Source: an optimization exercise on an open RTL-to-GDS flow (aim: small area and a short achievable clock period). Production flows keep margins and buffers that such runs may drop.
No run shown here included a check of the RTL's function; only the layout flow was run.
Power and IR drop assume default switching activity.

--- flow/design.v ---
module proc (
    input         clk,
    input         reset,
    input         intrq,
    input         ioskp,
    input  [11:0] mq,
    input         mql,
    output        dfrm_n,
    output        jump_n,
    output        intak_n,
    output        ioinst,
    output        mdl_n,
    output [11:0] md_n,
    output        mread_n,
    output        mwrite_n);
    genvar i;
    reg s_f1, s_f2, s_d1, s_d2, s_d3, s_e1, s_e2, s_e3, s_i1;
    reg [11:9] ir;
    reg        ir8;
    reg [11:0] ac, ma, pc;
    reg        lnk;
    wire acz     = ~| ac;
    wire ir0     = ir == 3'o0;
    wire ir1     = ir == 3'o1;
    wire ir2     = ir == 3'o2;
    wire ir3     = ir == 3'o3;
    wire ir4     = ir == 3'o4;
    wire ir5     = ir == 3'o5;
    wire ir6     = ir == 3'o6;
    wire ir7     = ir == 3'o7;
    wire opriot  = ma[8] & (| ma[2:0]);              
    wire iotd    = ir6 | ir7 & opriot;
    wire grpa    = s_e1 & ir7 & ~ ma[8];
    wire grpb    = s_e1 & ir7 & ma[8] & ~ (| ma[2:0]);
    wire arith1  = s_e1 & ~ ir[11] & ~ ir[10];
    wire isz1    = s_e1 & ir2;
    wire dca1    = s_e1 & ir3;
    wire jms1    = s_e1 & ir4;
    wire jmp1    = s_e1 & ir5;
    wire iot1    = s_e1 & iotd;
    wire and2    = s_e2 & (ir0 | ir1 & acz);
    wire tad2    = s_e2 & ir1 & ~ acz;
    wire isz2    = s_e2 & ir2;
    wire dca2    = s_e2 & ir3;
    wire iot2    = s_e2 & iotd;
    wire tad3    = s_e3 & ir[9];      
    wire isz3    = s_e3 & ir[10];
    wire jms3    = s_e3 & ir[11];
    wire autoidx = ma[11:3] == 9'o001;
    wire meminst = ~ (mq[11] & mq[10]);
    wire skip    = ((lnk & ma[4]) | (acz & ma[5]) | (ac[11] & ma[6])) ^ ma[3];
    wire [11:0] pcc, mac;
    generate for (i = 0; i < 12; i = i + 1) begin : g_inc
        if (i == 0) begin : g0
            assign pcc[i] = 1'b1;
            assign mac[i] = 1'b1;
        end else begin : gn
            assign pcc[i] = & pc[i-1:0];
            assign mac[i] = & ma[i-1:0];
        end
    end endgenerate
    wire [11:0] pcinc = pc ^ pcc;
    wire [11:0] mainc = ma ^ mac;
    wire incsk = grpb & skip;
    wire selp  = s_f1 | s_e2 & ir[11] | grpb;                  
    wire selmi = s_d3 | s_e3;                                  
    wire selm  = s_d1 | s_e1 & ~ (ir[11] & ir[10]);            
    wire sela  = s_e1 & ir[11] & ir[10] & ~ grpb | s_e2 & ~ ir[11];    
    wire [11:0] mdo = {12{selp}} & (incsk ? pcinc : pc) |
                      {12{selm}} & ma | {12{selmi}} & mainc |
                      {12{sela}} & ac;
    wire brk = jmp1 | jms3 | grpb;
    assign md_n     = ~ mdo;
    assign mdl_n    = ~ lnk;
    assign mread_n  = ~ (s_f1 | s_d1 | arith1 | isz1 | brk & ~ intrq);
    assign mwrite_n = ~ (s_d1 & autoidx | jms1 | dca1 | isz1 | s_i1);
    assign dfrm_n   = ~ (s_e1 & ~ ir[11] & ir8);
    assign jump_n   = ~ (s_e1 & ir[11] & ~ ir[10]);
    assign intak_n  = ~ s_i1;
    assign ioinst   = iot1;
    wire [11:0] tg = ma & ac;
    wire [11:0] tp = ma ^ ac;
    wire [2:0]  bg, bp;
    generate for (i = 0; i < 3; i = i + 1) begin : g_blk
        assign bg[i] = tg[4*i+3] | tp[4*i+3] & tg[4*i+2] | tp[4*i+3] & tp[4*i+2] & tg[4*i+1] |
                       tp[4*i+3] & tp[4*i+2] & tp[4*i+1] & tg[4*i];
        assign bp[i] = & tp[4*i+3:4*i];
    end endgenerate
    wire [3:0]  bc;                          
    assign bc[0] = 1'b0;
    assign bc[1] = bg[0];
    assign bc[2] = bg[1] | bp[1] & bg[0];
    assign bc[3] = bg[2] | bp[2] & bg[1] | bp[2] & bp[1] & bg[0];
    wire [11:0] tc;
    generate for (i = 0; i < 3; i = i + 1) begin : g_in
        assign tc[4*i]   = bc[i];
        assign tc[4*i+1] = tg[4*i] | tp[4*i] & bc[i];
        assign tc[4*i+2] = tg[4*i+1] | tp[4*i+1] & tg[4*i] | tp[4*i+1] & tp[4*i] & bc[i];
        assign tc[4*i+3] = tg[4*i+2] | tp[4*i+2] & tg[4*i+1] | tp[4*i+2] & tp[4*i+1] & tg[4*i] |
                           tp[4*i+2] & tp[4*i+1] & tp[4*i] & bc[i];
    end endgenerate
    wire [11:0] tsum = tp ^ tc;
    wire        tlnk = lnk ^ bc[3];
    wire [11:0] gy = (ac & {12{~ ma[7]}}) ^ {12{ma[5]}};
    wire [12:0] gc;
    generate for (i = 0; i < 13; i = i + 1) begin : g_g1
        if (i == 0) begin : g0
            assign gc[i] = ma[0];
        end else begin : gn
            assign gc[i] = ma[0] & (& gy[i-1:0]);
        end
    end endgenerate
    wire [11:0] gsum = gy ^ gc[11:0];
    wire        newl = ((lnk & ~ ma[6]) ^ ma[4]) ^ gc[12];
    wire [12:0] ls   = {newl, gsum};
    wire r_nop  = ma[3:1] == 3'b000;
    wire r_bsw  = ma[3:1] == 3'b001;
    wire r_ral  = ma[3:1] == 3'b010;
    wire r_rtl  = ma[3:1] == 3'b011;
    wire r_rar  = ma[3:1] == 3'b100;
    wire r_rtr  = ma[3:1] == 3'b101;
    wire r_one  = ma[3] & ma[2];
    wire [12:0] rot = {13{r_nop}} & ls |
                      {13{r_bsw}} & {newl, gsum[5:0], gsum[11:6]} |
                      {13{r_ral}} & {ls[11:0], ls[12]} |
                      {13{r_rtl}} & {ls[10:0], ls[12:11]} |
                      {13{r_rar}} & {ls[0], ls[12:1]} |
                      {13{r_rtr}} & {ls[1:0], ls[12:2]} |
                      {13{r_one}};
    wire endinst = and2 | tad3 | dca2 | isz3 | iot2 | grpa;
    always @(posedge clk or posedge reset) begin
        if (reset) begin
            {s_f1, s_f2, s_d1, s_d2, s_d3, s_e1, s_e2, s_e3, s_i1} <= 9'b100000000;
        end else begin
            s_f1 <= endinst & ~ intrq;
            s_i1 <= (endinst | brk) & intrq;
            s_f2 <= s_f1 | brk & ~ intrq;
            s_d1 <= s_f2 & meminst & mq[8];
            s_d2 <= s_d1;
            s_d3 <= s_d2 & autoidx;
            s_e1 <= s_f2 & ~ (meminst & mq[8]) | s_d2 & ~ autoidx | s_d3;
            s_e2 <= s_e1 & (~ ir[11] | ir4 | iotd) | s_i1;
            s_e3 <= s_e2 & (ir1 & ~ acz | ir2 | ir4);
        end
    end
    wire pcinc_en = s_f2 | isz3 & mac[11] & ma[11] | iot2 & ioskp | incsk;
    always @(posedge clk or posedge reset) begin
        if (reset)         pc <= 12'o0000;
        else if (jmp1)     pc <= ma;
        else if (jms3)     pc <= mainc;
        else if (pcinc_en) pc <= pcinc;
    end
    always @(posedge clk) begin
        if (s_i1)      ir <= 3'o4;
        else if (s_f2) ir <= mq[11:9];
        if (s_f2)      ir8 <= mq[8];
    end
    always @(posedge clk) begin
        if (s_f2)                     ma <= {meminst ? (pc[11:7] & {5{mq[7]}}) : mq[11:7], mq[6:0]};
        else if (s_d2 | tad2 | isz2)  ma <= mq;
        else if (s_d3)                ma <= mainc;
        else if (s_i1)                ma <= 12'o0000;
    end
    wire acmq = s_e2 & (ir[11] | ~ ir[10]);       
    always @(posedge clk) begin
        if (and2 | iot2 | dca2 | grpb & ma[7] | tad3 | grpa)
            ac <= {12{acmq}} & mq & (ac | {12{ir[9] | ir[11]}}) |
                  {12{tad3}} & tsum |
                  {12{s_e1 & ~ ma[8]}} & rot[11:0];
        if (iot2)       lnk <= mql;
        else if (tad3)  lnk <= tlnk;
        else if (grpa)  lnk <= rot[12];
    end
endmodule
--- flow/run.sh ---
#!/bin/bash
# synth_recipe.tcl (not shown) runs the flow's synth.tcl, then flattens the netlist and writes it again
# the make line also repeats each setting of config.mk as NAME=value (left out here)
make -C /OpenROAD-flow-scripts/flow DESIGN_CONFIG=/design/flow/config.mk WORK_HOME=/design/flow/orfs CLKGATE_MAP_FILE= SYNTH_SCRIPT=/design/flow/synth_recipe.tcl finish
--- flow/config.mk ---
export PLATFORM = sky130hd
export DESIGN_NAME = proc
export DESIGN_NICKNAME = proc
export VERILOG_FILES = /design/flow/design.v
export SDC_FILE = /design/flow/constraint.sdc
export NUM_CORES = 4
export LEC_CHECK = 0
export CAP_MARGIN = 20
export CORE_MARGIN = 2
export CORE_UTILIZATION = 40
export SETUP_SLACK_MARGIN = 3.0
export SLEW_MARGIN = 20
--- flow/constraint.sdc ---
create_clock -name core_clock -period 6.5 [get_ports {clk}]
set_input_delay 1.3000 -clock core_clock [delete_from_list [all_inputs] [get_ports {clk}]]
set_output_delay 1.3000 -clock core_clock [all_outputs]
set_load 0.01 [all_outputs]
==> impl_metrics.ini, run 1 <==
[cells_and_area]
drive_gt1_frac = 0.257
fin_area_sq_mm = 0.00716
n_antenna_cell = 0
nets = 810
fin_cells = 944
regArea_sq_mm = 0.00137
fillers = 1217
syn2layout_area_growth_pct = 30.9
multi_input_area_sq_mm = 0.00415

[setup_path]
cp-end-kind = primary output
arrival_ns = 2.65
crit_fanout = 7
crit_type = reg -> out
critPathLaunchType = flop
crit_required_ns = 5.20

[synthesis]
yosysSeqAreaShare = 0.250
syn-cell-area_sq_mm = 0.00547
synth_area_per_cell_sq_um = 7.86
synth-xor-area-share = 0.0698
synth-edff-count = 26
synth.most_common_cell = nand2_1
ys_top_cells_by_area = edfxtp_1, dfrtp_1, o21ai_0
yosys_warnings = 1
synth_fa_ha_area_frac = 0.0636
synth_area_leader_cell = edfxtp_1
yosys.cell_types.count = 85
synth_top_family_by_area = compound AO/OA/AOI/OAI gates
yosysTopAreaCellShare = 0.143
synth_flop_cell = edfxtp_1
syn_inst = 696
ys_ff_latch = 50
synth_compound_area_frac = 0.320
synth_simple_gate_area_share = 0.199
synthTopCellsByCount = nand2_1, o21ai_0, a21oi_1, clkbuf_1, nor2_1
synth_mux_area_frac = 0.0302
syn_nets = 739
synth-async-reset-ratio = 0.420

[power_and_ir_drop]
vdd.ir_drop.worst_mv = 0.180
combinationalPowerShare = 0.637
seqPwrFrac = 0.241
p_int_mw = 1.23
p_per_area_mw_per_mm2 = 336
p_leak_nw = 2.93
p_clk_frac = 0.122
power_switching_mw = 1.18
total_power_mw = 2.41
switching_share = 0.491

[clock_network]
clkTransAtPathRegs_ns = 0.08
cts.path.max_buffers = 2
cts_root_buf = clkbuf_16
cts_buffers = 5
cts.sinks = 50
clk_latency_ns = 0.31
tritoncts = built
htree_levels = 2

[routing]
drtAntennaViolNets = 0
wl_per_cell_um = 23.5
routed_wl_um = 22200
viasPerCell = 6.63
vias = 6256
first_pass_iters = 8
drc = 0
drtIter0Drc = 717

[place]
portBuffers = 35
dpl_cell_area_sq_mm = 0.00589
dp_hpwl_um = 13900
placed_cells = 858
post-place-ws_ns = 1.92
gp_congestion = 0.934

[die]
dieArea_sq_mm = 0.0146
die_h_um = 121
io_pins = 36
core_area_sq_mm = 0.0133
die_w_um = 121
initial_core_util = 0.411
num_rows = 42

[timing]
hold_viol = 0
worstMarginPinSlew_ns = 1.24
final_max_slew_viol_count = 0
fmax_mhz = 253
setup_violations = 0
tns_ns = 0
slew-limit-headroom = 0.169
min_period_ns = 3.95
fin_crit_sh = 0.608
finalClockSkew_ns = 0.00522
grt_setup_unrepaired = true
finalWorstSetupSlack_ns = 2.55

[grt]
overflow = 0
grt_pass1_vias = 5779
grt_pass1_wl_um = 33400
grt_max_degree = 43
antenna_found_initial = 0
grt_usage = 0.297

[hold_path]
hp-class = reg -> reg

[run_status]
status = timing/DRC/antenna clean

[flow_run]
cap_violations = 0
==> worst paths after layout <==
| path | slack (ns) | start | endpoint | depth (start not counted) |
|---|---|---|---|---|
| worst min-delay path | 0.47 | s_d1 | s_d2 | 0 |
| worst max register to register | 2.95 | ac[1] | lnk | 17 |
| max in group asynchronous | 4.37 | reset | s_e1 | 2 |
| worst min register to register | 0.47 | s_d1 | s_d2 | 0 |
| worst max-delay path | 2.55 | ac[1] | md_n[0] | 11 |
| min in group asynchronous | 1.50 | reset | pc[9] | 2 |
==> critical path, stage by stage (launching register included) <==
cell and delay (ns):
edfxtp_1 0.49, nor3_2 0.27, and4_1 0.25, a222oi_1 0.09, xnor2_1 0.17, and2_4 0.18
buf_4 0.14, buf_8 0.14, buf_6 0.12, xnor2_2 0.12, a221oi_2 0.20, buf_2 0.16
==> power by group through the flow <==
stage | Combinational [mW] | Clock (mW) | Sequential (mW)
final | 1.53 | 0.293 | 0.582
after global routing | 1.64 | 0.304 | 0.592
after CTS | 1.37 | 0.294 | 0.568
after detailed placement | 1.23 | 0 | 0.593
after global placement | 1.22 | 0 | 0.591
after floorplan | 0.915 | 0 | 0.511
==> cell usage in the layout (no fill, tap or decap), types with 14 or more instances in the layout <==
cell | netlist | final
nand2_1 | 74 | 67
o21ai_0 | 68 | 62
buf_4 | 2 | 57
nor2_1 | 44 | 43
a21oi_1 | 44 | 43
inv_1 | 29 | 27
edfxtp_1 | 26 | 26
buf_6 | 3 | 23
xnor2_1 | 31 | 22
nand3_1 | 24 | 22
ha_1 | 23 | 20
clkdlybuf4s50_1 | 0 | 19
dfrtp_1 | 20 | 19
nor2b_1 | 16 | 14
buf_2 | 4 | 14
==> state kept, by name, indices dropped and copies added, names as in the netlist <==
signal,flops
s_d2,1
lnk,1
s_e1,1
s_e2,1
s_f1,1
ac,12
s_d3,1
s_e3,1
s_d1,1
ma,12
ir8,1
pc,12
ir,3
s_i1,1
s_f2,1
==> routing by layer <==
metal | vias up | track usage | wire length [um]
met3 | 115 | 0.0352 | 2230
li1 | 2756 | - | -
met2 | 449 | 0.487 | 10400
met4 | 0 | 0.156 | 1430
met1 | 2936 | 0.384 | 8140
met5 | - | 0 | 0
==> cell families (layout without fill, tap and decap cells) <==
group / Yosys count / after routing
AO/OA/AOI/OAI: 254 / 254
XOR/XNOR: 41 / 41
adder cells (fa/ha/maj): 26 / 26
buffers and inverters: 90 / 162
flip-flops: 50 / 50
multiplexers: 16 / 16
AND/OR/NAND/NOR: 219 / 219
==> per-stage QoR <==
step            util  hold WS, ns
6_report       0.538        0.473
5_1_grt        0.538        0.489
3_5_place_dp   0.443        0.439
2_1_floorplan      -        0.396
4_1_cts        0.504        0.457
3_3_place_gp   0.443        0.445
==> cell type report <==
type,instances,area share
Tap cell,176,0.0308
Multi-Input combinational cell,556,0.580
Inverter,31,0.0189
Clock buffer,5,0.0175
Clock inverter,3,0.00402
Sequential cell,50,0.192
Timing Repair Buffer,123,0.158
==> what timing repair did <==
| item | 4_1_cts | 5_1_grt |
|---|---|---|
| setup buffers | 56 | 18 |
| resized for setup | 115 | 68 |
| pin swaps | 29 | 35 |
| cloned | 2 | 2 |
| hold buffers | 0 | 0 |
| hold endpoints to repair | 0 | 0 |
| endpoints found under the setup margin | 26 | 27 |
==> inputs of run 2 (changes only) <==
--- a/flow/config.mk
+++ b/flow/config.mk
@@ -8,5 +8,5 @@
 export CAP_MARGIN = 20
 export CORE_MARGIN = 2
 export CORE_UTILIZATION = 40
-export SETUP_SLACK_MARGIN = 3.0
+export SETUP_SLACK_MARGIN = 2.0
 export SLEW_MARGIN = 20
==> run 2 against run 1 <==
Against the previous run: core utilization shrank 6.1 points; combinational power is 16% lower; critical path depth decreased by 2; worst setup slack worse by 0.44 ns; register-to-register slack lost 0.77 ns; clock skew up 0.0013 ns; cell area decreased by 11%; maximum frequency fell by 10%; critical path type unchanged; highest routed layer unchanged.
==> impl_metrics.ini, run 2 <==
[hold_path]
hold_path_end = s_d2
hp-class = reg -> reg
holdPathStages = 0
hold_start = s_d1

[grt]
grt_usage = 0.272
antenna_found_initial = 0
grt_pass1_vias = 5345
grt_busiest_layer = met2
grt_max_degree = 43
grt_use_met2 = 0.466
met3_usage = 0.0338
overflow = 0
grt_pass1_wl_um = 30600
grt.met1_usage = 0.346

[routing]
drtIter0Drc = 740
viasPerCell = 6.55
drtAntennaViolNets = 0
wl_per_cell_um = 22.8
routed_wl_um = 20400
vias = 5865
first_pass_iters = 6
drc = 0

[setup_path]
r2r_start = ma[7]
critPathTopFamily = flip-flops
crit_top_cell = xnor2_1
rrSetupSlack_ns = 2.18
path_buf_inv = 1
cp_slowest_cell = edfxtp_1
path_cells = nor3_1 -> and4_1 -> a222oi_1 -> xnor2_1 -> and2_4 -> nand2_1 -> xnor2_1 -> a221oi_1 -> clkdlybuf4s50_1
r2r_end = lnk
crit_type = reg -> out
arrival_ns = 3.09
worst_path_largest_cell_delay_ns = 0.71
cp-end-kind = primary output
reg2reg_depth = 11
crit_required_ns = 5.20
critPathLaunchType = flop
crit_fanout = 9

[cells_and_area]
fillers = 1294
largestRegisters = ac: 12 flops, ma: 12 flops, pc: 12 flops
nets = 762
layout_commonest_cell = nand2_1
regArea_sq_mm = 0.00137
syn2layout_area_growth_pct = 16.0
multi_input_area_sq_mm = 0.00377
fin_area_sq_mm = 0.00635
fin_cells = 896
n_antenna_cell = 0
final_cell_mix = nand2_1, o21ai_0, a21oi_1, nor2_1, buf_4
drive_gt1_frac = 0.121

[clock_network]
cts.path.max_buffers = 2
tritoncts = built
cts.sinks = 50
htree_levels = 2
clkTransAtPathRegs_ns = 0.08
cts_hold_buf = 0
cts_buffers = 5
clk_latency_ns = 0.31
cts_root_buf = clkbuf_16

[timing]
tns_ns = 0
min_period_ns = 4.39
fmax_mhz = 228
finalClockSkew_ns = 0.00653
fin_crit_sh = 0.676
final_max_slew_viol_count = 0
timing.hold.ws_ns = 0.469
grt_setup_unrepaired = false
slew-limit-headroom = 0.365
worstMarginPinSlew_ns = 0.952
hold_viol = 0
setup_violations = 0

[synthesis]
yosys_warnings = 1
synth-async-reset-ratio = 0.420
ys_ff_latch = 50
ys_top_cells_by_area = edfxtp_1, dfrtp_1, o21ai_0
yosys.cell_types.count = 85
synth_area_per_cell_sq_um = 7.86
yosysSeqAreaShare = 0.250
synth.most_common_cell = nand2_1
synth_flop_cell = edfxtp_1
synthTopCellsByCount = nand2_1, o21ai_0, a21oi_1, clkbuf_1, nor2_1
synth-edff-count = 26
yosysTopAreaCellShare = 0.143
syn_nets = 739
syn_inst = 696
synth_area_leader_cell = edfxtp_1
syn-cell-area_sq_mm = 0.00547

[place]
placed_cells = 856
dp_hpwl_um = 13900
gp_congestion = 0.944
dpl_cell_area_sq_mm = 0.00584
portBuffers = 35

[die]
die_w_um = 121
dieArea_sq_mm = 0.0146
core_area_sq_mm = 0.0133
num_rows = 42
die_h_um = 121
initial_core_util = 0.411
io_pins = 36

[power_and_ir_drop]
p_leak_nw = 2.48
vdd.ir_drop.worst_mv = 0.244
p_per_area_mw_per_mm2 = 348

[flow_run]
cap_violations = 0

[run_status]
status = timing/DRC/antenna clean
==> run 2: report_power, final <==
part           switching, mW  internal (mW)  total [mW]
logic                  0.761          0.532        1.29
clock network          0.138          0.169       0.307
registers              0.174          0.436       0.610
==> run 2: worst max-delay path by stage <==
stage	startpoint	end	slack (ns)	cells after the start
after floorplan	ma[0]	md_n[7]	2.75	11
after global placement	ma[1]	md_n[11]	1.83	9
after detailed placement	ma[1]	md_n[11]	1.77	9
after CTS	ma[1]	md_n[11]	1.96	10
after global routing	ac[5]	md_n[10]	1.99	10
final	ac[5]	md_n[5]	2.11	9
==> run 2: what timing repair did <==
action | 4_1_cts | 5_1_grt
resized for setup | 15 | 12
endpoints found under the setup margin | 13 | 14
cloned | 0 | 1
setup buffers | 6 | 25
==> run 2: metal layers <==
metal,routed length [um],share of wire
met2,10200,0.50
met1,8020,0.39
met5,0,0
met3,1640,0.080
met4,573,0.028
==> run 2: worst register-to-register path, cell delays in order, from the launching register on <==
cell       delay [ns]
edfxtp_1         0.64
inv_1            0.55
ha_1             0.46
and3_1           0.22
a22oi_1          0.10
a2111oi_4        0.29
buf_4            0.27
mux2_2           0.37
o211ai_1         0.52
a221oi_1         0.20
o21ai_0          0.35
o311a_1          0.23
==> run 2: stage by stage <==
stage           util  total power [mW]  worst slack (ns)
2_1_floorplan      -              1.41              2.75
3_3_place_gp   0.440              1.79              1.83
3_5_place_dp   0.440              1.79              1.77
4_1_cts        0.459              2.12              1.96
5_1_grt        0.477              2.34              1.99
6_report       0.477              2.21              2.11
==> run 2: cell families after synthesis <==
group,count (synthesis),share of synthesized area
muxes,16,0.0302
and+or+nand+nor,219,0.199
DFF,50,0.250
xor gates and xnor gates,41,0.0698
AOI/OAI and AO/OA,254,0.320
buffers and inverters,90,0.0682
adders and majority gates,26,0.0636
==> run 2: cell type report <==
class	instances	area share
tap	176	0.0347
clock inverter	2	0.00276
inverter	31	0.0193
multi-input combinational	556	0.595
timing repair buffer	75	0.109
sequential	50	0.216
clock buffer	6	0.0237

-- what the ideal ports hide --
In the flow no input, the clock included, has a driving cell. The finished layouts below were timed again as built, in two steps. Step 1 assumes that a clkbuf_16 drives the clock port and a buf_2 every other input. Step 2 also shifts input and output timing later by t, the mid clock arrival at the registers, as if the neighbouring blocks saw the same clock. Three values: no drivers, after step 1, after step 2; two values: the first two.
run | t (ns) | setup WS [ns] | latest minus earliest clock arrival (ns)
run 1 | 0.351 | 2.548 / 2.505 / 2.856 | 0.005 / 0.005
run 2 | 0.345 | 2.107 / 2.065 / 2.179 | 0.006 / 0.006
After both steps every run listed still meets setup and hold.
